This is an optimization exercise on Yosys and OpenROAD, whose aim is small area, not a production implementation.
Function was checked by simulation only, so behaviour that the tests miss may differ from the original.
The clock port is modelled as an ideal driver; clocking choices that lean on that would not hold on a real chip.

==> flow/design.v (outline; a module is shown in full before it is edited, if it fits) <==
// module gemm_dot8: 850 lines
// module gemm_negsum: 46 lines
// module gemm_acc: 88 lines
// module gemm_mux64: 3 lines
// module gemm_fa: 4 lines
// module gemm_datapath: 84 lines
module gemm_datapath (
    input   wire              clk,
    input   wire              reset_n,
    input   wire  [ 63 : 0 ]  inp_mem_read_DOUT,
    input   wire  [ 63 : 0 ]  wgt_mem_read_DOUT,
    input   wire  [  7 : 0 ]  b_en,
    input   wire  [  7 : 0 ]  b_path_en,
    input   wire  [255 : 0 ]  acc_mem_read_DOUT,
    output  wire  [255 : 0 ]  acc_mem_write_DIN
);
  // ...
==> flow/run.sh <==
#!/bin/bash
# synth_recipe.tcl (not shown) runs the flow's synth.tcl, then flattens the netlist and writes it again
# the make line also repeats each setting of config.mk as NAME=value (left out here)
make -C /OpenROAD-flow-scripts/flow DESIGN_CONFIG=/design/flow/config.mk WORK_HOME=/design/flow/orfs CLKGATE_MAP_FILE= SYNTH_SCRIPT=/design/flow/synth_recipe.tcl finish
==> flow/config.mk <==
export PLATFORM = sky130hd
export DESIGN_NAME = gemm_datapath
export DESIGN_NICKNAME = gemm_datapath
export VERILOG_FILES = /design/flow/design.v
export SDC_FILE = /design/flow/constraint.sdc
export NUM_CORES = 4
export LEC_CHECK = 0
export CAP_MARGIN = 20
export CORE_MARGIN = 2
export CORE_UTILIZATION = 55
export CTS_CLUSTER_DIAMETER = 60
export CTS_CLUSTER_SIZE = 30
export PLACE_DENSITY = 0.65
export SLEW_MARGIN = 20
export SYNTH_HIERARCHICAL = 1
export SYNTH_MINIMUM_KEEP_SIZE = 0
==> flow/constraint.sdc <==
create_clock -name core_clock -period 7.0 [get_ports {clk}]
set_input_delay 1.4000 -clock core_clock [delete_from_list [all_inputs] [get_ports {clk}]]
set_output_delay 1.4000 -clock core_clock [all_outputs]
set_load 0.01 [all_outputs]
==> flow_metrics.tcl, run 1 <==
set metrics [dict create \
    track_usage 0.365 \
    max_slew_margin 0.201 \
    grt_max_degree 65 \
    synthDistinctLibCells 61 \
    cts_tree "built" \
    wire_per_inst_um 33.7 \
    max_stage_delay_ps 500 \
    synthXorXnorAreaFrac 0.112 \
    nNetsFinal 17600 \
    groute.layer.met1.usage 0.468 \
    wl_met1_mm 248 \
    crit_top_cell "fa_1" \
    critPathKind "flip-flop to flip-flop" \
    root_buffer "clkbuf_16" \
    synth_flop_cell "dfxtp_1" \
    synth_top_family_by_area "adder cells" \
    status "no timing/DRC/antenna violations" \
    die_h_um 598 \
    design.seq.count 3930 \
    n_clock_buffer 293 \
    final_cell_count_no_fill 19500 \
    seq_area_frac 0.388 \
    fin_util 0.616 \
    fin_crit_ps 6850 \
    grt_util_met3 0.121 \
    synthesis.area_um2 194000 \
    r2r-end "ROW[6].sum[15]" \
    yosysMostFrequentCell "dfxtp_1" \
    min-delay-path-class "flip-flop to flip-flop" \
    final_cell_mix "dfxtp_1 (3297), fa_1 (2443), xnor2_1 (2161)" \
    multi_input_area_share 0.477 \
    crit_buf_inv 4 \
    worst_pin_slew_ps 1200 \
    layout.area.top_class "multi-input combinational cells" \
    die_width_um 598 \
    reg_top3 "WLINE.r (1088), XLINE.r (1088)" \
    cp_top_family "adder cells" \
]
==> module gemm_acc, before the edit <==
module gemm_acc (
  input  wire        rst_n,
  input  wire [31:0] a,
  input  wire [18:0] s,
  output wire [31:0] y
);
  wire k0 = a[0] ^ s[0];
  wire k1 = a[0] & s[0];
  wire k2, k3;
  gemm_fa u0 (.a(a[1]), .b(s[1]), .c(k1), .s(k2), .co(k3));
  wire k4, k5;
  gemm_fa u1 (.a(a[2]), .b(s[2]), .c(k3), .s(k4), .co(k5));
  wire k6, k7;
  gemm_fa u2 (.a(a[3]), .b(s[3]), .c(k5), .s(k6), .co(k7));
  wire k8, k9;
  gemm_fa u3 (.a(a[4]), .b(s[4]), .c(k7), .s(k8), .co(k9));
  wire k10, k11;
  gemm_fa u4 (.a(a[5]), .b(s[5]), .c(k9), .s(k10), .co(k11));
  wire k12, k13;
  gemm_fa u5 (.a(a[6]), .b(s[6]), .c(k11), .s(k12), .co(k13));
  wire k14 = a[7] ^ s[7];
  wire k15 = a[7] & s[7];
  wire k16, k17;
  gemm_fa u6 (.a(a[8]), .b(s[8]), .c(k15), .s(k16), .co(k17));
  wire k18, k19;
  gemm_fa u7 (.a(a[9]), .b(s[9]), .c(k17), .s(k18), .co(k19));
  wire k20, k21;
  gemm_fa u8 (.a(a[10]), .b(s[10]), .c(k19), .s(k20), .co(k21));
  wire k22, k23;
  gemm_fa u9 (.a(a[11]), .b(s[11]), .c(k21), .s(k22), .co(k23));
  wire k24, k25;
  gemm_fa u10 (.a(a[12]), .b(s[12]), .c(k23), .s(k24), .co(k25));
  wire k26 = ~(a[7] ^ s[7]);
  wire k27 = a[7] | s[7];
  wire k28, k29;
  gemm_fa u11 (.a(a[8]), .b(s[8]), .c(k27), .s(k28), .co(k29));
  wire k30, k31;
  gemm_fa u12 (.a(a[9]), .b(s[9]), .c(k29), .s(k30), .co(k31));
  wire k32, k33;
  gemm_fa u13 (.a(a[10]), .b(s[10]), .c(k31), .s(k32), .co(k33));
  wire k34, k35;
  gemm_fa u14 (.a(a[11]), .b(s[11]), .c(k33), .s(k34), .co(k35));
  wire k36, k37;
  gemm_fa u15 (.a(a[12]), .b(s[12]), .c(k35), .s(k36), .co(k37));
  wire k38 = a[13] ^ s[13];
  wire k39 = a[13] & s[13];
  wire k40, k41;
  gemm_fa u16 (.a(a[14]), .b(s[14]), .c(k39), .s(k40), .co(k41));
  wire k42, k43;
  gemm_fa u17 (.a(a[15]), .b(s[15]), .c(k41), .s(k42), .co(k43));
  wire k44, k45;
  gemm_fa u18 (.a(a[16]), .b(s[16]), .c(k43), .s(k44), .co(k45));
  wire k46, k47;
  gemm_fa u19 (.a(a[17]), .b(s[17]), .c(k45), .s(k46), .co(k47));
  wire k48, k49;
  gemm_fa u20 (.a(a[18]), .b(s[18]), .c(k47), .s(k48), .co(k49));
  wire k50 = ~(a[13] ^ s[13]);
  wire k51 = a[13] | s[13];
  wire k52, k53;
  gemm_fa u21 (.a(a[14]), .b(s[14]), .c(k51), .s(k52), .co(k53));
  wire k54, k55;
  gemm_fa u22 (.a(a[15]), .b(s[15]), .c(k53), .s(k54), .co(k55));
  wire k56, k57;
  gemm_fa u23 (.a(a[16]), .b(s[16]), .c(k55), .s(k56), .co(k57));
  wire k58, k59;
  gemm_fa u24 (.a(a[17]), .b(s[17]), .c(k57), .s(k58), .co(k59));
  wire k60, k61;
  gemm_fa u25 (.a(a[18]), .b(s[18]), .c(k59), .s(k60), .co(k61));
  wire c7 = k13;
  wire [6:0] lo0 = {k12, k10, k8, k6, k4, k2, k0};
  wire [5:0] lo1 = c7 ? {k36, k34, k32, k30, k28, k26} : {k24, k22, k20, k18, k16, k14};
  wire c13 = c7 ? k37 : k25;
  wire [5:0] lo2 = c13 ? {k60, k58, k56, k54, k52, k50} : {k48, k46, k44, k42, k40, k38};
  wire c19 = c13 ? k61 : k49;
  wire [12:0] ah = a[31:19];
  wire [12:0] allone, allzero;    
  assign allone[0] = 1'b1;
  assign allzero[0] = 1'b1;
  genvar i;
  generate for (i = 1; i < 13; i = i + 1) begin: P
    assign allone[i]  = allone[i-1] & ah[i-1];
    assign allzero[i] = allzero[i-1] & ~ah[i-1];
  end endgenerate
  wire inc = c19 & ~s[18];
  wire dec = ~c19 & s[18];
  wire [12:0] hi = ah ^ (({13{inc}} & allone) | ({13{dec}} & allzero));
  assign y = {32{rst_n}} & {hi, lo2, lo1, lo0};
endmodule
==> module gemm_datapath, before the edit <==
module gemm_datapath (
    input   wire              clk,
    input   wire              reset_n,
    input   wire  [ 63 : 0 ]  inp_mem_read_DOUT,
    input   wire  [ 63 : 0 ]  wgt_mem_read_DOUT,
    input   wire  [  7 : 0 ]  b_en,
    input   wire  [  7 : 0 ]  b_path_en,
    input   wire  [255 : 0 ]  acc_mem_read_DOUT,
    output  wire  [255 : 0 ]  acc_mem_write_DIN
);
  localparam integer XD = 18;    
  localparam integer WD = 17;    
  localparam integer ED = 17;    
  genvar k, m, j;
  wire [63:0] xl [0:XD-1];
  assign xl[0] = inp_mem_read_DOUT;
  generate for (k = 1; k < XD; k = k + 1) begin: XLINE
    reg [63:0] r;
    always @(posedge clk) r <= xl[k-1];
    assign xl[k] = r;
  end endgenerate
  wire [63:0] wl [0:WD];
  assign wl[0] = wgt_mem_read_DOUT;
  generate for (k = 1; k <= WD; k = k + 1) begin: WLINE
    reg [63:0] r;
    always @(posedge clk) r <= wl[k-1];
    assign wl[k] = r;
  end endgenerate
  wire [7:0] bel [0:ED];
  wire [7:0] pel [0:ED];
  assign bel[0] = b_en;
  assign pel[0] = b_path_en;
  generate for (k = 1; k <= ED; k = k + 1) begin: ELINE
    reg [7:0] b, p;
    always @(posedge clk) begin
      b <= bel[k-1];
      p <= pel[k-1];
    end
    assign bel[k] = b;
    assign pel[k] = p;
  end endgenerate
  wire [31:0] one_d, two_d, neg_d;
  generate for (j = 0; j < 8; j = j + 1) begin: ENC
    wire [8:0] xe = {xl[XD-1][8*j+:8], 1'b0};
    for (k = 0; k < 4; k = k + 1) begin: DIG
      wire b2 = xe[2*k+2], b1 = xe[2*k+1], b0 = xe[2*k];
      assign one_d[4*j+k] = b1 ^ b0;
      assign two_d[4*j+k] = (b2 & ~b1 & ~b0) | (~b2 & b1 & b0);
      assign neg_d[4*j+k] = b2;
    end
  end endgenerate
  wire [9:0] nsum_d;
  gemm_negsum negsum (.neg(neg_d), .nsum(nsum_d));
  reg [31:0] one, two, neg;
  reg [ 9:0] nsum;
  always @(posedge clk) begin
    one  <= one_d;
    two  <= two_d;
    neg  <= neg_d;
    nsum <= nsum_d;
  end
  wire [63:0] sw_d [0:8];
  assign sw_d[0] = wl[WD];
  generate for (m = 0; m < 8; m = m + 1) begin: ROW
    wire pen = pel[ED-m][m];
    wire ben = bel[ED-m][m];
    reg  [63:0] sw;    
    reg  [63:0] aw;    
    gemm_mux64 swmux (.s(pen), .a(sw_d[m]), .b(sw), .y(sw_d[m+1]));
    always @(posedge clk) begin
      sw <= sw_d[m+1];
      if (ben) aw <= sw;
    end
    wire [18:0] dot;
    gemm_dot8 dot8 (.one(one), .two(two), .neg(neg), .nsum(nsum), .w(aw), .s(dot));
    reg  [18:0] sum;
    always @(posedge clk) sum <= dot;
    wire [31:0] acc_d;    
    gemm_acc acc (.rst_n(reset_n), .a(acc_mem_read_DOUT[32*m+:32]), .s(sum), .y(acc_d));
    reg [31:0] acc_out;
    always @(posedge clk) acc_out <= acc_d;
    assign acc_mem_write_DIN[32*m+:32] = acc_out;
  end endgenerate
endmodule
==> inputs of run 2 (changes only) <==
--- a/flow/design.v
+++ b/flow/design.v
@@ -1,13 +1,15 @@
 module gemm_dot8 (
   input  wire [31:0] one, two, neg,
   input  wire [ 9:0] nsum,
   input  wire [63:0] w,
-  output wire [18:0] s
+  output wire [9:0] lo,      
+  output wire         co,      
+  output wire [18:10] ha, hb   
 );
   wire t0 = (one[0] & w[0]) ^ neg[0];
   wire t1 = ((one[0] & w[1]) | (two[0] & w[0])) ^ neg[0];
   wire t2 = ((one[0] & w[2]) | (two[0] & w[1])) ^ neg[0];
   wire t3 = ((one[0] & w[3]) | (two[0] & w[2])) ^ neg[0];
   wire t4 = ((one[0] & w[4]) | (two[0] & w[3])) ^ neg[0];
   wire t5 = ((one[0] & w[5]) | (two[0] & w[4])) ^ neg[0];
   wire t6 = ((one[0] & w[6]) | (two[0] & w[5])) ^ neg[0];
@@ -841,17 +843,19 @@
   wire t834, t835;
   gemm_fa u273 (.a(t823), .b(t832), .c(t825), .s(t834), .co(t835));
   wire t836, t837;
   gemm_fa u274 (.a(1'b1), .b(t829), .c(t831), .s(t836), .co(t837));
   wire t838, t839;
   gemm_fa u275 (.a(t836), .b(t833), .c(t835), .s(t838), .co(t839));
   wire [18:0] ra = {1'b1, t837, t838, t827, t826, t783, t782, t707, t706, t656, t543, t542, t433, t432, t355, t352, t328, t306, t294};
   wire [18:0] rb = {1'b0, t839, 1'b0, t834, 1'b0, t806, 1'b0, t746, 1'b0, 1'b0, t602, 1'b0, t484, 1'b0, t390, t354, 1'b0, 1'b0, 1'b0};
-  assign s = ra + rb;
+  assign {co, lo} = ra[9:0] + rb[9:0];
+  assign ha = ra[18:10];
+  assign hb = rb[18:10];
 endmodule
 module gemm_negsum (
   input  wire [31:0] neg,
   output wire [ 9:0] nsum
 );
   wire n0, n1;
   gemm_fa u0 (.a(neg[0]), .b(neg[4]), .c(neg[8]), .s(n0), .co(n1));
   wire n2, n3;
@@ -892,19 +896,23 @@
   gemm_fa u18 (.a(n29), .b(n31), .c(n33), .s(n36), .co(n37));
   wire [9:0] ra = {1'b0, n37, n35, n34, n25, n24, n15, n14, n6, n2};
   wire [9:0] rb = {1'b0, 1'b0, n36, 1'b0, n26, 1'b0, n16, 1'b0, 1'b0, n4};
   assign nsum = ra + rb;
 endmodule
 module gemm_acc (
   input  wire        rst_n,
   input  wire [31:0] a,
-  input  wire [18:0] s,
+  input  wire [9:0] slo,         
+  input  wire        sc,
+  input  wire [18:10] sha, shb,
   output wire [31:0] y
 );
+  wire [18:10] shi = sha + shb + {8'd0, sc};
+  wire [18:0] s = {shi, slo};
   wire k0 = a[0] ^ s[0];
   wire k1 = a[0] & s[0];
   wire k2, k3;
   gemm_fa u0 (.a(a[1]), .b(s[1]), .c(k1), .s(k2), .co(k3));
   wire k4, k5;
   gemm_fa u1 (.a(a[2]), .b(s[2]), .c(k3), .s(k4), .co(k5));
   wire k6, k7;
   gemm_fa u2 (.a(a[3]), .b(s[3]), .c(k5), .s(k6), .co(k7));
@@ -1046,31 +1054,44 @@
   reg [31:0] one, two, neg;
   reg [ 9:0] nsum;
   always @(posedge clk) begin
     one  <= one_d;
     two  <= two_d;
     neg  <= neg_d;
     nsum <= nsum_d;
   end
-  wire [63:0] sw_d [0:8];
+  wire [63:0] sw_d [0:7];
   assign sw_d[0] = wl[WD];
   generate for (m = 0; m < 8; m = m + 1) begin: ROW
     wire pen = pel[ED-m][m];
     wire ben = bel[ED-m][m];
     reg  [63:0] sw;    
     reg  [63:0] aw;    
-    gemm_mux64 swmux (.s(pen), .a(sw_d[m]), .b(sw), .y(sw_d[m+1]));
+    if (m < 7) begin: CHAIN
+      gemm_mux64 swmux (.s(pen), .a(sw_d[m]), .b(sw), .y(sw_d[m+1]));
+      always @(posedge clk) sw <= sw_d[m+1];
+    end else begin: LAST
+      always @(posedge clk) if (pen) sw <= sw_d[m];
+    end
+    always @(posedge clk) if (ben) aw <= sw;
+    wire [9:0]  dlo;
+    wire        dco;
+    wire [18:10] dha, dhb;
+    gemm_dot8 dot8 (.one(one), .two(two), .neg(neg), .nsum(nsum), .w(aw),
+                    .lo(dlo), .co(dco), .ha(dha), .hb(dhb));
+    reg  [9:0]  slo;
+    reg         sc;
+    reg  [18:10] sha, shb;
     always @(posedge clk) begin
-      sw <= sw_d[m+1];
-      if (ben) aw <= sw;
+      slo <= dlo;
+      sc  <= dco;
+      sha <= dha;
+      shb <= dhb;
     end
-    wire [18:0] dot;
-    gemm_dot8 dot8 (.one(one), .two(two), .neg(neg), .nsum(nsum), .w(aw), .s(dot));
-    reg  [18:0] sum;
-    always @(posedge clk) sum <= dot;
     wire [31:0] acc_d;    
-    gemm_acc acc (.rst_n(reset_n), .a(acc_mem_read_DOUT[32*m+:32]), .s(sum), .y(acc_d));
+    gemm_acc acc (.rst_n(reset_n), .a(acc_mem_read_DOUT[32*m+:32]),
+                  .slo(slo), .sc(sc), .sha(sha), .shb(shb), .y(acc_d));
     reg [31:0] acc_out;
     always @(posedge clk) acc_out <= acc_d;
     assign acc_mem_write_DIN[32*m+:32] = acc_out;
   end endgenerate
 endmodule
==> flow/flow/run.sh (new file) <==
#!/bin/bash
# Layout flow: the standard flow (standard.sh, ORFS from synthesis to the
# final layout) with the standard synthesis unchanged and three changes to the
# layout steps, made through ORFS's own hooks:
#  - the port buffers are buf_1 cells (BUFFER_PORTS_ARGS);
#  - clock tree synthesis inserts no dummy loads and may use smaller clock
#    buffers (CTS_ARGS);
#  - after clock tree synthesis, cells on paths with timing slack are
#    downsized and the placement legalized again (post_cts.tcl).
# Every tool's full output goes to ORFS's logs (orfs/logs/...) and this
# script's own output to flow.log, in the folder it runs in.
set -euo pipefail
here=$(pwd)
export BUFFER_PORTS_ARGS="-buffer_cell sky130_fd_sc_hd__buf_1"
export CTS_ARGS="-sink_clustering_enable -repair_clock_nets -dont_use_dummy_load -sink_clustering_size 30 -sink_clustering_max_diameter 60 -buf_list {sky130_fd_sc_hd__clkbuf_4 sky130_fd_sc_hd__clkbuf_8 sky130_fd_sc_hd__clkbuf_16}"
export POST_CTS_TCL="$here/flow/post_cts.tcl"
bash standard.sh > "$here/flow.log" 2>&1
==> flow/flow/post_cts.tcl (new file) <==
# Downsize cells on paths with slack (keeping 0.15 ns of setup margin), then
# legalize the placement again.
repair_timing -recover_power 100 -setup_margin 0.15 -verbose
detailed_placement
check_placement -verbose
==> flow/standard.sh (new file) <==
#!/bin/bash
# synth_recipe.tcl (not shown) runs the flow's synth.tcl, then flattens the netlist and writes it again
# the make line also repeats each setting of config.mk as NAME=value (left out here)
make -C /OpenROAD-flow-scripts/flow DESIGN_CONFIG=/design/flow/config.mk WORK_HOME=/design/flow/orfs CLKGATE_MAP_FILE= SYNTH_SCRIPT=/design/flow/synth_recipe.tcl "${@:-finish}"
==> flow/config.mk (replaced) <==
export PLATFORM = sky130hd
export DESIGN_NAME = gemm_datapath
export DESIGN_NICKNAME = gemm_datapath
export VERILOG_FILES = /design/flow/design.v
export SDC_FILE = /design/flow/constraint.sdc
export NUM_CORES = 4
export LEC_CHECK = 0
export CAP_MARGIN = 20
export CORE_MARGIN = 2
export CORE_UTILIZATION = 55
export PLACE_DENSITY = 0.65
export SLEW_MARGIN = 20
export SYNTH_HIERARCHICAL = 1
export SYNTH_MINIMUM_KEEP_SIZE = 0
removed: flow/run.sh
==> flow_metrics.tcl, run 2 <==
set metrics [dict create \
    fin_tns_setup_ps 0 \
    r2r-start "one[7]" \
    worstPathRequired_ps 7770 \
    yosysMostFrequentCell "dfxtp_1" \
    synth_top_area_frac 0.349 \
    synthesis.area_um2 197000 \
    final_max_slew_viol_count 0 \
    grt_pass1_wl_mm 938 \
    cts_tree "built" \
    min-delay-path-class "flip-flop to flip-flop" \
    critPathKind "flip-flop to flip-flop" \
    syn2layout_area_growth_pct 5.55 \
    regArea_um2 86400 \
    reg2reg_slack_ps 320 \
    grt_pass1_vias 123000 \
    clk_latency_ps 1020 \
    start_util 0.553 \
    syn-instance-count 14600 \
    nNetsFinal 17500 \
    cts.sinks 4010 \
    status "no timing/DRC/antenna violations" \
    coreArea_um2 356000 \
    crit_start "one[7]" \
    synth_flop_cell "dfxtp_1" \
    syn_avg_cell_area_um2 13.5 \
    fin_ws_ps 325 \
    setup_viol 0 \
    wire_per_inst_um 35.0 \
    cp-endpoint "ROW[5].slo[9]" \
    fillers 28400 \
    reg2reg_depth 14 \
    timing_hold_violations_final 0 \
    preCtsSetupSlack_ps 323 \
    ys.warnings.count 7 \
    final_common_cell "dfxtp_1" \
    r2r-end "ROW[5].slo[9]" \
    ant_nets 0 \
    skew_ps 167 \
    seq_area_frac_synth 0.437 \
    drt_iter0_drc 15000 \
    async_flop_share 0 \
    max_cap_violations 0 \
    via_per_inst 6.16 \
    start_kind "flip-flop" \
    reg_top3 "WLINE.r (1088), XLINE.r (1088)" \
    port_buffers 657 \
    drc 0 \
    post-route-period-util 0.954 \
    fmaxAchievable_mhz 150 \
    fin_crit_ps 6680 \
    ios 658 \
    netlist_top_cells_count "dfxtp_1 (3434), fa_1 (2459), xnor2_1 (2195)" \
    synthDistinctLibCells 61 \
    die_width_um 602 \
    dp_hpwl_mm 512 \
    worst_pin_slew_ps 1340 \
    rsz0062_at_grt "no" \
    synth_area_leaders "dfxtp_1 (35%), fa_1 (25%), xnor2_1 (9.8%)" \
    wl_mm 672 \
    die-area_um2 363000 \
    path_clk_slew_ps 100 \
    grt_max_degree 149 \
    synth_area_leader_cell "dfxtp_1" \
    max_slew_margin 0.107 \
    track_usage 0.369 \
    drive_gt1_frac 0.0524 \
    globalRouteOverflowTotal 0 \
    ys_seq_elements 4010 \
    end_kind "flip-flop" \
    fp-row-count 219 \
    antenna_found_initial 38 \
    cp.arrival_ps 7440 \
    die_h_um 602 \
    synth-edff-count 576 \
    multiInputGateArea_um2 101000 \
    critPathMaxFanout 11 \
    vias 118000 \
    final_cell_mix "dfxtp_1 (3319), fa_1 (2459), xnor2_1 (2195)" \
    gp_congestion 1.00 \
    dr.pass1.iters 9 \
]
-- run 2: worst min-delay path by stage --
stage | start | endpoint | slack (ps) | cells after the start
3_3_place_gp | WLINE[12].r[61] | WLINE[13].r[61] | 310 | 0
5_1_grt | WLINE[4].r[63] | WLINE[5].r[63] | 250 | 0
3_5_place_dp | ELINE[12].p[4] | ELINE[13].p[4] | 310 | 0
2_1_floorplan | ELINE[9].b[0] | ELINE[10].b[0] | 310 | 0
6_report | WLINE[4].r[63] | WLINE[5].r[63] | 260 | 0
-- run 2: cell families (layout without fill, tap and decap cells) --
| group | after synthesis | after routing | synth area share |
|---|---|---|---|
| adders and majority gates | 2616 | 2616 | 0.260 |
| DFF | 4010 | 4010 | 0.437 |
| buffers and inverters | 1642 | 1431 | 0.0399 |
| muxes | 576 | 576 | 0.0403 |
| and+or+nand+nor | 959 | 959 | 0.0269 |
| AOI/OAI and AO/OA | 2265 | 2265 | 0.0824 |
| xor gates and xnor gates | 2535 | 2535 | 0.113 |
| other | 16 | 91 | 0.000305 |
-- run 2: Yosys stat by module, one instance, submodules excluded --
| module | flip-flops and latches | copies in the design |
|---|---|---|
| gemm_acc | 0 | 8 |
| gemm_datapath | 4010 | 1 |
| gemm_dot8 | 0 | 8 |
| gemm_fa | 0 | 2435 |
| gemm_mux64 | 0 | 7 |
| gemm_negsum | 0 | 1 |
-- run 2: per-layer routing --
| layer | global-route usage | up-vias | share of wire |
|---|---|---|---|
| li1 | - | 47900 | - |
| met1 | 0.483 | 61000 | 0.38 |
| met2 | 0.550 | 7685 | 0.43 |
| met3 | 0.112 | 1775 | 0.12 |
| met4 | 0.199 | 18 | 0.067 |
| met5 | 0.00159 | - | 0.00028 |
-- run 2: cell type report --
type,count,share of cell area
Tap cell,4751,0.0286
Inverter,153,0.00276
Timing Repair Buffer,1035,0.0346
Clock buffer,243,0.0293
Antenna cell,11,0.000133
Multi-Input combinational cell,9031,0.489
Sequential cell,4010,0.416
-- run 2: metrics by stage --
stage	hold slack, ps	instances	utilization	area [um2]
after floorplan	310	14700	-	197000
after global placement	310	19000	0.570	203000
after detailed placement	312	19000	0.570	203000
after global routing	248	19200	0.584	208000
final	257	19200	0.584	208000
-- run 2: worst max-delay path: stages (launching register included) --
cell and delay, ps:
dfxtp_1 1220, clkbuf_1 480, nand2_1 150, xnor2_1 210
fa_1 480, fa_1 550, fa_1 480, fa_1 520
fa_1 400, fa_1 490, fa_1 420, fa_1 620
and4b_1 220, a31oi_1 160, nand4_1 110
==> inputs of run 3 (changes only) <==
==> flow/flow/post_cts.tcl (replaced) <==
# Downsize cells on paths with slack (keeping 0.1 ns of setup margin), then
# legalize the placement again.
repair_timing -recover_power 100 -setup_margin 0.1 -verbose
detailed_placement
check_placement -verbose
--- a/flow/config.mk
+++ b/flow/config.mk
@@ -7,3 +7,3 @@
 export LEC_CHECK = 0
-export CAP_MARGIN = 20
+export CAP_MARGIN = 5
 export CORE_MARGIN = 2
@@ -11,3 +11,3 @@
 export PLACE_DENSITY = 0.65
-export SLEW_MARGIN = 20
+export SLEW_MARGIN = 5
 export SYNTH_HIERARCHICAL = 1
==> flow_metrics.tcl, run 3 <==
set metrics [dict create \
    min-delay-path-class "flip-flop to flip-flop" \
    cp.arrival_ps 7470 \
    synth_area_leaders "dfxtp_1 (35%), fa_1 (25%), xnor2_1 (9.8%)" \
    final_max_slew_viol_count 0 \
    final_common_cell "dfxtp_1" \
    synthesis.area_um2 197000 \
    setup_viol 0 \
    start_kind "flip-flop" \
    drive_gt1_frac 0.0535 \
    synthDistinctLibCells 61 \
    ys_seq_elements 4010 \
    ios 658 \
    max_stage_delay_ps 1240 \
    synth-edff-count 576 \
    critPathMaxFanout 11 \
    wire_per_inst_um 34.9 \
    globalRouteOverflowTotal 0 \
    worst_pin_slew_ps 1360 \
    drc 0 \
    timing_hold_violations_final 0 \
    grt_max_degree 149 \
    grt_pass1_wl_mm 940 \
    port_buffers 657 \
    worstPathRequired_ps 7820 \
    netlist_top_cells_count "dfxtp_1 (3434), fa_1 (2459), xnor2_1 (2195)" \
    nNetsFinal 17500 \
    yosysMostFrequentCell "dfxtp_1" \
    path_cells "clkbuf_1 -> nand2_1 -> xnor2_1 -> fa_1 -> fa_1 -> fa_1 -> fa_1 -> fa_1 -> fa_1 -> fa_1 -> fa_1 -> or4b_1 -> nand4_1" \
    rsz0062_at_grt "no" \
    fin_tns_setup_ps 0 \
    critPathKind "flip-flop to flip-flop" \
    syn-instance-count 14600 \
    hold_ws_ps 268 \
    reg2reg_slack_ps 350 \
    fp-row-count 219 \
    die-area_um2 363000 \
    max_slew_margin 0.0944 \
    ant_nets 0 \
    die_h_um 602 \
    track_usage 0.370 \
    dp_hpwl_mm 512 \
    end_kind "flip-flop" \
    path_clk_slew_ps 100 \
    fmaxAchievable_mhz 150 \
    clk_latency_ps 940 \
    dr.pass1.iters 8 \
    skew_ps 96.9 \
    post-route-period-util 0.950 \
    status "no timing/DRC/antenna violations" \
    start_util 0.553 \
    syn_avg_cell_area_um2 13.5 \
    max_cap_violations 0 \
    die_width_um 602 \
    synth_top_area_frac 0.349 \
    grt_pass1_vias 124000 \
    syn2layout_area_growth_pct 5.82 \
    coreArea_um2 356000 \
    final_cell_mix "dfxtp_1 (3320), fa_1 (2459), xnor2_1 (2195)" \
    ys.warnings.count 7 \
    via_per_inst 6.16 \
    crit_top_cell "fa_1" \
    vias 119000 \
    seq_area_frac_synth 0.437 \
    fin_crit_ps 6650 \
    gp_congestion 1.00 \
    crit_buf_inv 1 \
    wl_mm 673 \
    synth_area_leader_cell "dfxtp_1" \
    synth_flop_cell "dfxtp_1" \
    async_flop_share 0 \
    reg_top3 "WLINE.r (1088), XLINE.r (1088)" \
    cp_slowest_cell "dfxtp_1" \
    cp_top_family "adder cells" \
    drt_iter0_drc 15600 \
    cts.sinks 4010 \
    antenna_found_initial 47 \
    cts_tree "built" \
]
run 3: cell types whose count changed in the layout (fill, tap and decap cells not counted), sizes merged:
| cell | previous run | this run |
|---|---|---|
| diode | 11 | 26 |
| clkbuf | 268 | 287 |
| buf | 1010 | 1011 |
run 3: path summary, 6_finish.rpt:
path / from / endpoint / depth (start not counted)
min: ELINE[10].b[5] / ELINE[11].b[5] / 0
max reg2reg: one[7] / ROW[5].slo[9] / 13
min reg2reg: ELINE[10].b[5] / ELINE[11].b[5] / 0
max: one[7] / ROW[5].slo[9] / 13
run 3: per-layer routing:
layer	track usage	up-vias	routed length, um
li1	-	47900	-
met1	0.481	61100	257000
met2	0.546	7783	289000
met3	0.118	1855	80800
met4	0.209	18	47000
met5	0	-	128
run 3: cell type report:
type / count / area (um2)
Tap cell: 4751 / 5940
Fill cell: 28300 / 148000
Sequential cell: 4010 / 86400
Timing Repair Buffer: 1035 / 7170
Clock buffer: 263 / 6580
Multi-Input combinational cell: 9031 / 101000
Inverter: 153 / 574
Antenna cell: 26 / 65.1
run 3: logic make-up (layout without fill, tap and decap cells):
group                      Yosys count  count (layout)  synth area share
AOI/OAI and AO/OA                 2265            2265            0.0824
xor gates and xnor gates          2535            2535             0.113
adders and majority gates         2616            2616             0.260
buffers and inverters             1642            1451            0.0399
DFF                               4010            4010             0.437
muxes                              576             576            0.0403
other                               16             106          0.000305
and+or+nand+nor                    959             959            0.0269
run 3: through the flow:
| stage | cell area (um2) | cells | util | setup WS, ps |
|---|---|---|---|---|
| floorplan | 197000 | 14700 | - | 713 |
| global placement | 203000 | 19000 | 0.570 | 429 |
| detailed placement | 203000 | 19000 | 0.570 | 330 |
| global route | 208000 | 19200 | 0.585 | 137 |
| finish | 208000 | 19300 | 0.585 | 347 |
run 3: modules after synthesis (local to each module, per instance):
module	cell area (um2)	flops+latches
gemm_datapath	86700	4010
gemm_dot8	5490	0
gemm_acc	1200	0
gemm_mux64	1080	0
gemm_negsum	240	0
gemm_fa	20.0	0
==> inputs of run 4 (changes only) <==
--- a/flow/design.v
+++ b/flow/design.v
@@ -900,9 +900,10 @@
 endmodule
-module gemm_acc (
-  input  wire        rst_n,
-  input  wire [31:0] a,
-  input  wire [9:0] slo,         
+module gemm_acci (
+  input  wire [14:0] a,
+  input  wire [9:0] slo,
   input  wire        sc,
   input  wire [18:10] sha, shb,
-  output wire [31:0] y
+  output wire [14:0] y,       
+  output wire        co,      
+  output wire [18:15] sh       
 );
@@ -924,57 +925,40 @@
   gemm_fa u5 (.a(a[6]), .b(s[6]), .c(k11), .s(k12), .co(k13));
-  wire k14 = a[7] ^ s[7];
-  wire k15 = a[7] & s[7];
+  wire k14, k15;
+  gemm_fa u6 (.a(a[7]), .b(s[7]), .c(k13), .s(k14), .co(k15));
   wire k16, k17;
-  gemm_fa u6 (.a(a[8]), .b(s[8]), .c(k15), .s(k16), .co(k17));
+  gemm_fa u7 (.a(a[8]), .b(s[8]), .c(k15), .s(k16), .co(k17));
   wire k18, k19;
-  gemm_fa u7 (.a(a[9]), .b(s[9]), .c(k17), .s(k18), .co(k19));
+  gemm_fa u8 (.a(a[9]), .b(s[9]), .c(k17), .s(k18), .co(k19));
   wire k20, k21;
-  gemm_fa u8 (.a(a[10]), .b(s[10]), .c(k19), .s(k20), .co(k21));
+  gemm_fa u9 (.a(a[10]), .b(s[10]), .c(k19), .s(k20), .co(k21));
   wire k22, k23;
-  gemm_fa u9 (.a(a[11]), .b(s[11]), .c(k21), .s(k22), .co(k23));
+  gemm_fa u10 (.a(a[11]), .b(s[11]), .c(k21), .s(k22), .co(k23));
   wire k24, k25;
-  gemm_fa u10 (.a(a[12]), .b(s[12]), .c(k23), .s(k24), .co(k25));
-  wire k26 = ~(a[7] ^ s[7]);
-  wire k27 = a[7] | s[7];
+  gemm_fa u11 (.a(a[12]), .b(s[12]), .c(k23), .s(k24), .co(k25));
+  wire k26, k27;
+  gemm_fa u12 (.a(a[13]), .b(s[13]), .c(k25), .s(k26), .co(k27));
   wire k28, k29;
-  gemm_fa u11 (.a(a[8]), .b(s[8]), .c(k27), .s(k28), .co(k29));
-  wire k30, k31;
-  gemm_fa u12 (.a(a[9]), .b(s[9]), .c(k29), .s(k30), .co(k31));
-  wire k32, k33;
-  gemm_fa u13 (.a(a[10]), .b(s[10]), .c(k31), .s(k32), .co(k33));
-  wire k34, k35;
-  gemm_fa u14 (.a(a[11]), .b(s[11]), .c(k33), .s(k34), .co(k35));
-  wire k36, k37;
-  gemm_fa u15 (.a(a[12]), .b(s[12]), .c(k35), .s(k36), .co(k37));
-  wire k38 = a[13] ^ s[13];
-  wire k39 = a[13] & s[13];
-  wire k40, k41;
-  gemm_fa u16 (.a(a[14]), .b(s[14]), .c(k39), .s(k40), .co(k41));
-  wire k42, k43;
-  gemm_fa u17 (.a(a[15]), .b(s[15]), .c(k41), .s(k42), .co(k43));
-  wire k44, k45;
-  gemm_fa u18 (.a(a[16]), .b(s[16]), .c(k43), .s(k44), .co(k45));
-  wire k46, k47;
-  gemm_fa u19 (.a(a[17]), .b(s[17]), .c(k45), .s(k46), .co(k47));
-  wire k48, k49;
-  gemm_fa u20 (.a(a[18]), .b(s[18]), .c(k47), .s(k48), .co(k49));
-  wire k50 = ~(a[13] ^ s[13]);
-  wire k51 = a[13] | s[13];
-  wire k52, k53;
-  gemm_fa u21 (.a(a[14]), .b(s[14]), .c(k51), .s(k52), .co(k53));
-  wire k54, k55;
-  gemm_fa u22 (.a(a[15]), .b(s[15]), .c(k53), .s(k54), .co(k55));
-  wire k56, k57;
-  gemm_fa u23 (.a(a[16]), .b(s[16]), .c(k55), .s(k56), .co(k57));
-  wire k58, k59;
-  gemm_fa u24 (.a(a[17]), .b(s[17]), .c(k57), .s(k58), .co(k59));
-  wire k60, k61;
-  gemm_fa u25 (.a(a[18]), .b(s[18]), .c(k59), .s(k60), .co(k61));
-  wire c7 = k13;
-  wire [6:0] lo0 = {k12, k10, k8, k6, k4, k2, k0};
-  wire [5:0] lo1 = c7 ? {k36, k34, k32, k30, k28, k26} : {k24, k22, k20, k18, k16, k14};
-  wire c13 = c7 ? k37 : k25;
-  wire [5:0] lo2 = c13 ? {k60, k58, k56, k54, k52, k50} : {k48, k46, k44, k42, k40, k38};
-  wire c19 = c13 ? k61 : k49;
-  wire [12:0] ah = a[31:19];
+  gemm_fa u13 (.a(a[14]), .b(s[14]), .c(k27), .s(k28), .co(k29));
+  assign y = {k28, k26, k24, k22, k20, k18, k16, k14, k12, k10, k8, k6, k4, k2, k0};
+  assign co = k29;
+  assign sh = s[18:15];
+endmodule
+module gemm_acco (
+  input  wire        rst,
+  input  wire [14:0] y,
+  input  wire        ci,
+  input  wire [31:15] ah,
+  input  wire [18:15] sh,
+  output wire [31:0] o
+);
+  wire k0, k1;
+  gemm_fa u0 (.a(ah[15]), .b(sh[15]), .c(ci), .s(k0), .co(k1));
+  wire k2, k3;
+  gemm_fa u1 (.a(ah[16]), .b(sh[16]), .c(k1), .s(k2), .co(k3));
+  wire k4, k5;
+  gemm_fa u2 (.a(ah[17]), .b(sh[17]), .c(k3), .s(k4), .co(k5));
+  wire k6, k7;
+  gemm_fa u3 (.a(ah[18]), .b(sh[18]), .c(k5), .s(k6), .co(k7));
+  wire c19 = k7;
+  wire [12:0] ahi = ah[31:19];
   wire [12:0] allone, allzero;    
@@ -984,9 +968,9 @@
   generate for (i = 1; i < 13; i = i + 1) begin: P
-    assign allone[i]  = allone[i-1] & ah[i-1];
-    assign allzero[i] = allzero[i-1] & ~ah[i-1];
+    assign allone[i]  = allone[i-1] & ahi[i-1];
+    assign allzero[i] = allzero[i-1] & ~ahi[i-1];
   end endgenerate
-  wire inc = c19 & ~s[18];
-  wire dec = ~c19 & s[18];
-  wire [12:0] hi = ah ^ (({13{inc}} & allone) | ({13{dec}} & allzero));
-  assign y = {32{rst_n}} & {hi, lo2, lo1, lo0};
+  wire inc = c19 & ~sh[18];
+  wire dec = ~c19 & sh[18];
+  wire [12:0] hi = ahi ^ (({13{inc}} & allone) | ({13{dec}} & allzero));
+  assign o = {32{~rst}} & {hi, k6, k4, k2, k0, y};
 endmodule
@@ -1061,2 +1045,4 @@
   end
+  reg rst_q;
+  always @(posedge clk) rst_q <= ~reset_n;
   wire [63:0] sw_d [0:7];
@@ -1089,8 +1075,19 @@
     end
-    wire [31:0] acc_d;    
-    gemm_acc acc (.rst_n(reset_n), .a(acc_mem_read_DOUT[32*m+:32]),
-                  .slo(slo), .sc(sc), .sha(sha), .shb(shb), .y(acc_d));
-    reg [31:0] acc_out;
-    always @(posedge clk) acc_out <= acc_d;
-    assign acc_mem_write_DIN[32*m+:32] = acc_out;
+    wire [14:0] accl_d;
+    wire        accc_d;
+    wire [18:15] accs_d;
+    gemm_acci acci (.a(acc_mem_read_DOUT[32*m+:15]), .slo(slo), .sc(sc), .sha(sha), .shb(shb),
+                    .y(accl_d), .co(accc_d), .sh(accs_d));
+    reg  [14:0] accl;
+    reg         accc;
+    reg  [31:15] acch;
+    reg  [18:15] accs;
+    always @(posedge clk) begin
+      accl <= accl_d;
+      accc <= accc_d;
+      acch <= acc_mem_read_DOUT[32*m+15+:17];
+      accs <= accs_d;
+    end
+    gemm_acco acco (.rst(rst_q), .y(accl), .ci(accc), .ah(acch), .sh(accs),
+                    .o(acc_mem_write_DIN[32*m+:32]));
   end endgenerate
==> flow/flow/post_cts.tcl (replaced) <==
# Downsize cells on paths with slack (keeping 0.15 ns of setup margin), then
# legalize the placement again.
repair_timing -recover_power 100 -setup_margin 0.15 -verbose
detailed_placement
check_placement -verbose
--- a/flow/config.mk
+++ b/flow/config.mk
@@ -7,3 +7,3 @@
 export LEC_CHECK = 0
-export CAP_MARGIN = 5
+export CAP_MARGIN = 20
 export CORE_MARGIN = 2
@@ -11,3 +11,3 @@
 export PLACE_DENSITY = 0.65
-export SLEW_MARGIN = 5
+export SLEW_MARGIN = 20
 export SYNTH_HIERARCHICAL = 1
==> flow_metrics.tcl, run 4 <==
set metrics [dict create \
    path_cells "buf_12 -> clkbuf_1 -> xnor2_1 -> fa_1 -> fa_1 -> fa_1 -> fa_1 -> fa_1 -> fa_1 -> fa_1 -> fa_1 -> ha_1 -> nand2_1 -> or3b_1 -> nand4_1" \
    drc 0 \
    port_buffers 657 \
    synthDistinctLibCells 56 \
    fp-row-count 218 \
    cp_slowest_cell "dfxtp_1" \
    ios 658 \
    drive_gt1_frac 0.0538 \
    syn_avg_cell_area_um2 13.4 \
    cts.sinks 4051 \
    yosysMostFrequentCell "dfxtp_1" \
    fin_ws_ps 270 \
    netlist_top_cells_count "dfxtp_1 (3475), fa_1 (2395), xnor2_1 (2139)" \
    worstPathRequired_ps 7920 \
    dr.pass1.iters 6 \
    synth_flop_cell "dfxtp_1" \
    async_flop_share 0 \
    fin_crit_ps 6730 \
    hold_ws_ps 244 \
    start_util 0.554 \
    reg_top3 "WLINE.r (1088), XLINE.r (1088)" \
    ys.warnings.count 7 \
    ys_seq_elements 4051 \
    cts_tree "built" \
    cp_top_family "adder cells" \
    final_common_cell "dfxtp_1" \
    setup_viol 0 \
    seq_area_frac_synth 0.444 \
    timing_hold_violations_final 0 \
    nNetsFinal 17100 \
    coreArea_um2 353000 \
    critPathKind "flip-flop to flip-flop" \
    skew_ps 185 \
    gp_congestion 1.02 \
    vias 117000 \
    critPathMaxFanout 28 \
    max_stage_delay_ps 1110 \
    antenna_found_initial 75 \
    min-delay-path-class "flip-flop to flip-flop" \
    rsz0062_at_grt "no" \
    ant_nets 0 \
    final_cell_mix "dfxtp_1 (3357), fa_1 (2395), xnor2_1 (2139)" \
    start_kind "flip-flop" \
    synth_top_area_frac 0.356 \
    preCtsSetupSlack_ps -270 \
    max_cap_violations 0 \
    synth-edff-count 576 \
    globalRouteOverflowTotal 0 \
    status "no timing/DRC/antenna violations" \
    via_per_inst 6.17 \
    drt_iter0_drc 14900 \
    crit_buf_inv 2 \
    synth_area_leader_cell "dfxtp_1" \
    fmaxAchievable_mhz 149 \
    end_kind "flip-flop" \
    syn-instance-count 14500 \
    cp.arrival_ps 7650 \
    clk_latency_ps 1030 \
    path_clk_slew_ps 100 \
    wl_mm 679 \
    max_slew_margin 0.201 \
    crit_top_cell "fa_1" \
    die_width_um 600 \
    syn2layout_area_growth_pct 4.98 \
    dp_hpwl_mm 507 \
    wire_per_inst_um 35.7 \
    synth_area_leaders "dfxtp_1 (36%), fa_1 (25%), xnor2_1 (9.6%)" \
    grt_pass1_wl_mm 942 \
    grt_pass1_vias 122000 \
    grt_max_degree 141 \
    worst_pin_slew_ps 1200 \
    fin_tns_setup_ps 0 \
    post-route-period-util 0.961 \
    track_usage 0.374 \
    final_max_slew_viol_count 0 \
    die-area_um2 360000 \
    die_h_um 600 \
    synthesis.area_um2 196000 \
]
==> run 4: cell count changes after synthesis, moves of 56 or more <==
cell     before   now
mux2i_1     120    24
nor2b_1     104   192
buf_4       168   320
inv_1       153    90
nor2_1       49   105
fa_1       2459  2395
and2_1      168     0
nor3_1       41   129
xnor2_1    2195  2139
==> run 4: final timing paths <==
check	start	end	cells past startpoint	slack [ps]
worst min-delay path	WLINE[3].r[27]	WLINE[4].r[27]	0	240
worst max register to register	neg[8]	ROW[6].slo[9]	15	270
worst min register to register	WLINE[3].r[27]	WLINE[4].r[27]	0	240
worst max-delay path	neg[8]	ROW[6].slo[9]	15	270
==> run 4: cells by family (layout without fill, tap and decap cells) <==
family | Yosys count | after routing | synth area share
buf+inv | 1723 | 1340 | 0.0449
simple gates | 975 | 975 | 0.0265
mux | 496 | 496 | 0.0365
fa+ha+maj | 2512 | 2512 | 0.253
compound gates | 2305 | 2305 | 0.0845
xor+xnor | 2471 | 2471 | 0.111
flops | 4051 | 4051 | 0.444
other cells | 16 | 126 | 0.000307
==> run 4: through the flow <==
step / area, um2 / utilization / cells
after global routing: 205000 / 0.581 / 19000
after global placement: 201000 / 0.568 / 18700
after floorplan: 196000 / - / 14600
after detailed placement: 201000 / 0.568 / 18700
final: 205000 / 0.581 / 19000
==> run 4: final cells by class <==
| class | count | area (um2) |
|---|---|---|
| Fill cell | 28200 | 148000 |
| Multi-Input combinational cell | 8839 | 98500 |
| Sequential cell | 4051 | 87200 |
| Timing Repair Buffer | 1008 | 7200 |
| Clock buffer | 242 | 6060 |
| Tap cell | 4730 | 5920 |
| Inverter | 90 | 338 |
| Antenna cell | 46 | 115 |
==> run 4: metal layers <==
metal / track usage / up-vias / part of all wire
li1: - / 47200 / -
met1: 0.495 / 60600 / 0.38
met2: 0.545 / 7757 / 0.43
met3: 0.114 / 1714 / 0.12
met4: 0.214 / 32 / 0.069
met5: 0 / - / 0.00029
==> run 4: worst reg2reg max path, stage by stage (launching register included) <==
cell and delay, ps:
dfxtp_1 1110, buf_12 430, clkbuf_1 450, xnor2_1 300, fa_1 520, fa_1 460, fa_1 440, fa_1 430
fa_1 400, fa_1 480, fa_1 400, fa_1 410, ha_1 350, nand2_1 100, or3b_1 370, nand4_1 90
==> run 4: per-module statistics from Yosys, one instance, submodules excluded <==
module | cells inside | flops+latches | copies in the design
gemm_mux64 | 71 | 0 | 7
gemm_dot8 | 781 | 0 | 8
gemm_fa | 1 | 0 | 2371
gemm_datapath | 4156 | 4051 | 1
gemm_acci | 61 | 0 | 8
gemm_negsum | 29 | 0 | 1
gemm_acco | 95 | 0 | 8

-- port drivers added, routing unchanged --
How much do the figures lean on ideal ports? The routed layouts below were timed once more, with nothing changed but the port constraints.
Step 1 sets driving cells, clkbuf_16 on the clock port and buf_2 on the other inputs (assumed; they add their load-dependent delay and slew).
Step 2, shift: input delay + t, output delay - t, t = (earliest + latest rising clock arrival at the registers) / 2. This alone moves slack from input paths to output paths.
Slacks: ideal / step 1 / step 2; pairs: ideal / step 1.
| run | t, ns | setup slack, ns | hold WS [ns] | worst setup path after step 2 | clock arrival spread, ns |
|---|---|---|---|---|---|
| run 1 | 1.059 | 0.152 / 0.152 / 0.152 | 0.286 / 0.286 / 0.286 | register to register | 0.074 / 0.074 |
| run 2 | 1.060 | 0.325 / 0.325 / -0.407 | 0.257 / 0.257 / 0.257 | input to register | 0.175 / 0.176 |
| run 3 | 1.022 | 0.347 / 0.347 / -0.428 | 0.268 / 0.268 / 0.268 | input to register | 0.119 / 0.118 |
| run 4 | 1.055 | 0.270 / 0.270 / -0.503 | 0.244 / 0.244 / 0.244 | input to register | 0.189 / 0.189 |
Met with ideal ports but missed after step 2: setup timing in run 2, run 3 and run 4. For run 3, which loses most, drivers alone change the setup slack by 0.000 ns; drivers and shift together by -0.775 ns.
